Source: an optimization exercise on an open RTL-to-GDS flow (aim: small area, a short achievable clock period and few clock cycles). Production flows keep margins and buffers that such runs may drop. The RTL was checked by simulation tests, not by an equivalence proof against the original design. Power figures rest on the tool's default switching activity, not on a simulated workload.

// circle
module circle(
     input  logic       clk,
     input  logic       rst_n,
     input  logic [2:0] colour,
     input  logic [7:0] centre_x,
     input  logic [6:0] centre_y,
     input  logic [7:0] radius,
     input  logic       start,
     output logic       done,
     output logic [7:0] vga_x,
     output logic [6:0] vga_y,
     output logic [2:0] vga_colour,
     output logic       vga_plot
     );
==> flow/config.mk <==
export PLATFORM = sky130hd
export DESIGN_NAME = circle
export DESIGN_NICKNAME = circle
export VERILOG_FILES = /design/flow/design.v
export SDC_FILE = /design/flow/constraint.sdc
export NUM_CORES = 4
export LEC_CHECK = 0
export CAP_MARGIN = 20
export CORE_MARGIN = 2
export CORE_UTILIZATION = 40
export CTS_CLUSTER_DIAMETER = 100
export CTS_CLUSTER_SIZE = 50
export SETUP_SLACK_MARGIN = 2.0
export SLEW_MARGIN = 20
==> flow/constraint.sdc <==
create_clock -name core_clock -period 5.0 [get_ports {clk}]
set_input_delay 1.0000 -clock core_clock [delete_from_list [all_inputs] [get_ports {clk}]]
set_output_delay 1.0000 -clock core_clock [all_outputs]
set_load 0.01 [all_outputs]
run.sh (not shown) runs the stock make flow with config.mk's settings and CLKGATE_MAP_FILE= SYNTH_SCRIPT=/design/flow/synth_recipe.tcl, a recipe that flattens the netlist after the stock synthesis.
Testbench counts at the start, summed over its fixed seeds: cycles 121,943.
==> next run, changes <==
--- a/flow/config.mk
+++ b/flow/config.mk
@@ -11,3 +11 @@
-export CTS_CLUSTER_DIAMETER = 100
-export CTS_CLUSTER_SIZE = 50
-export SETUP_SLACK_MARGIN = 2.0
+export SETUP_SLACK_MARGIN = 2.2
Effect: Power grows by about 1.2%; hold slack barely changes; core utilization grows by 0.82 points; non-clock buffer count grows by 5; setup slack is better by 170 ps; final cell count grows by about 0.45%.
==> next run, changes <==
==> flow/flow/run.sh (new file) <==
#!/bin/bash
# The standard layout, with the ports buffered by a small plain buffer
# instead of the delay buffer that buffer_ports picks by default.
set -e
cp standard.sh standard_sh.txt
export BUFFER_PORTS_ARGS="-buffer_cell sky130_fd_sc_hd__buf_2"
bash standard.sh > standard.log 2>&1
==> flow/standard.sh (new file) <==
#!/bin/bash
# synth_recipe.tcl (not shown) runs the flow's synth.tcl, then flattens the netlist and writes it again
# the make line also repeats each setting of config.mk as NAME=value (left out here)
make -C /OpenROAD-flow-scripts/flow DESIGN_CONFIG=/design/flow/config.mk WORK_HOME=/design/flow/orfs CLKGATE_MAP_FILE= SYNTH_SCRIPT=/design/flow/synth_recipe.tcl "${@:-finish}"
--- a/flow/config.mk
+++ b/flow/config.mk
@@ -7,0 +8 @@
+export ABC_AREA = 1
@@ -11 +12,3 @@
-export SETUP_SLACK_MARGIN = 2.2
+export CTS_BUF_LIST = sky130_fd_sc_hd__clkbuf_4 sky130_fd_sc_hd__clkbuf_8
+export GPL_ROUTABILITY_DRIVEN = 0
+export SETUP_SLACK_MARGIN = 2.4
removed: flow/run.sh
Effect: Die area hardly moves; register-to-register slack gets better by 210 ps; setup slack improves by 210 ps; sequential share of layout area grows by 0.30 points; via count is higher by 7.8%; wire length went up by 2.0%; clock-buffer cell count increases by 2; clock skew came out higher by 5.4 ps; global-route usage increases by 0.54 points; power falls by 4.7%.
==> next run, changes <==
--- a/flow/config.mk
+++ b/flow/config.mk
@@ -13 +12,0 @@
-export GPL_ROUTABILITY_DRIVEN = 0
After rerunning: Worst hold slack is worse by 12 ps; power climbs by about 2%; global-route usage went up by 0.49 points; worst setup slack got worse by 36 ps; synthesized cell count does not change; count of clock-buffer cells in the layout went down by 2; first-iteration DRC count came out higher by 40%; sequential share of layout area hardly moves; wire length rises by about 3.2%; core utilization rises by 0.12 points; maximum frequency is lower by about 1.4%.
==> next run, changes <==
==> flow/run.sh (new file) <==
#!/bin/bash
# synth_recipe.tcl (not shown) runs the flow's synth.tcl, then flattens the netlist and writes it again
# the make line also repeats each setting of config.mk as NAME=value (left out here)
make -C /OpenROAD-flow-scripts/flow DESIGN_CONFIG=/design/flow/config.mk WORK_HOME=/design/flow/orfs CLKGATE_MAP_FILE= SYNTH_SCRIPT=/design/flow/synth_recipe.tcl finish
--- a/flow/config.mk
+++ b/flow/config.mk
@@ -8 +7,0 @@
-export ABC_AREA = 1
@@ -12,2 +11 @@
-export CTS_BUF_LIST = sky130_fd_sc_hd__clkbuf_4 sky130_fd_sc_hd__clkbuf_8
-export SETUP_SLACK_MARGIN = 2.4
+export SETUP_SLACK_MARGIN = 1.8
removed: flow/flow/run.sh
removed: flow/standard.sh
Effect:
- core utilization falls by 0.64 points
- first-iteration DRC count falls by about 14%
- synthesized area stays flat
- sequential share of layout area hardly moves

static timing again, ports no longer ideal:
The results above use ideal ports. As a check the final layouts listed here were re-extracted and re-timed, cells and wires unchanged. Step 1: set_driving_cell puts a clkbuf_16 on clk and a buf_2 on each other input, an assumption about the parent block. Step 2 moves the port delays by t, midway between the first and last clock arrival at a register: inputs arrive t later, outputs are due t later. That takes back most of the time a late clock gives input paths. a / b / c = no drivers / after step 1 / after step 2; a / b = the first two.
run | shift t [ns] | setup WS [ns] | worst setup path at the end | pins driven straight from the clock port
the first run | 0.399 | 2.128 / 2.128 / 2.035 | input to register | 1
the second run | 0.398 | 2.297 / 2.297 / 2.037 | input to register | 1
the third run | 0.418 | 2.502 / 2.502 / 2.502 | register to register | 1
the fourth run | 0.423 | 2.466 / 2.466 / 2.456 | input to register | 1
the fifth run | 0.399 | 2.043 / 2.043 / 2.037 | input to register | 1
After both steps every run listed still meets setup and hold. For the second run, which loses most, drivers alone change the setup slack by 0.000 ns; drivers and shift together by -0.260 ns.
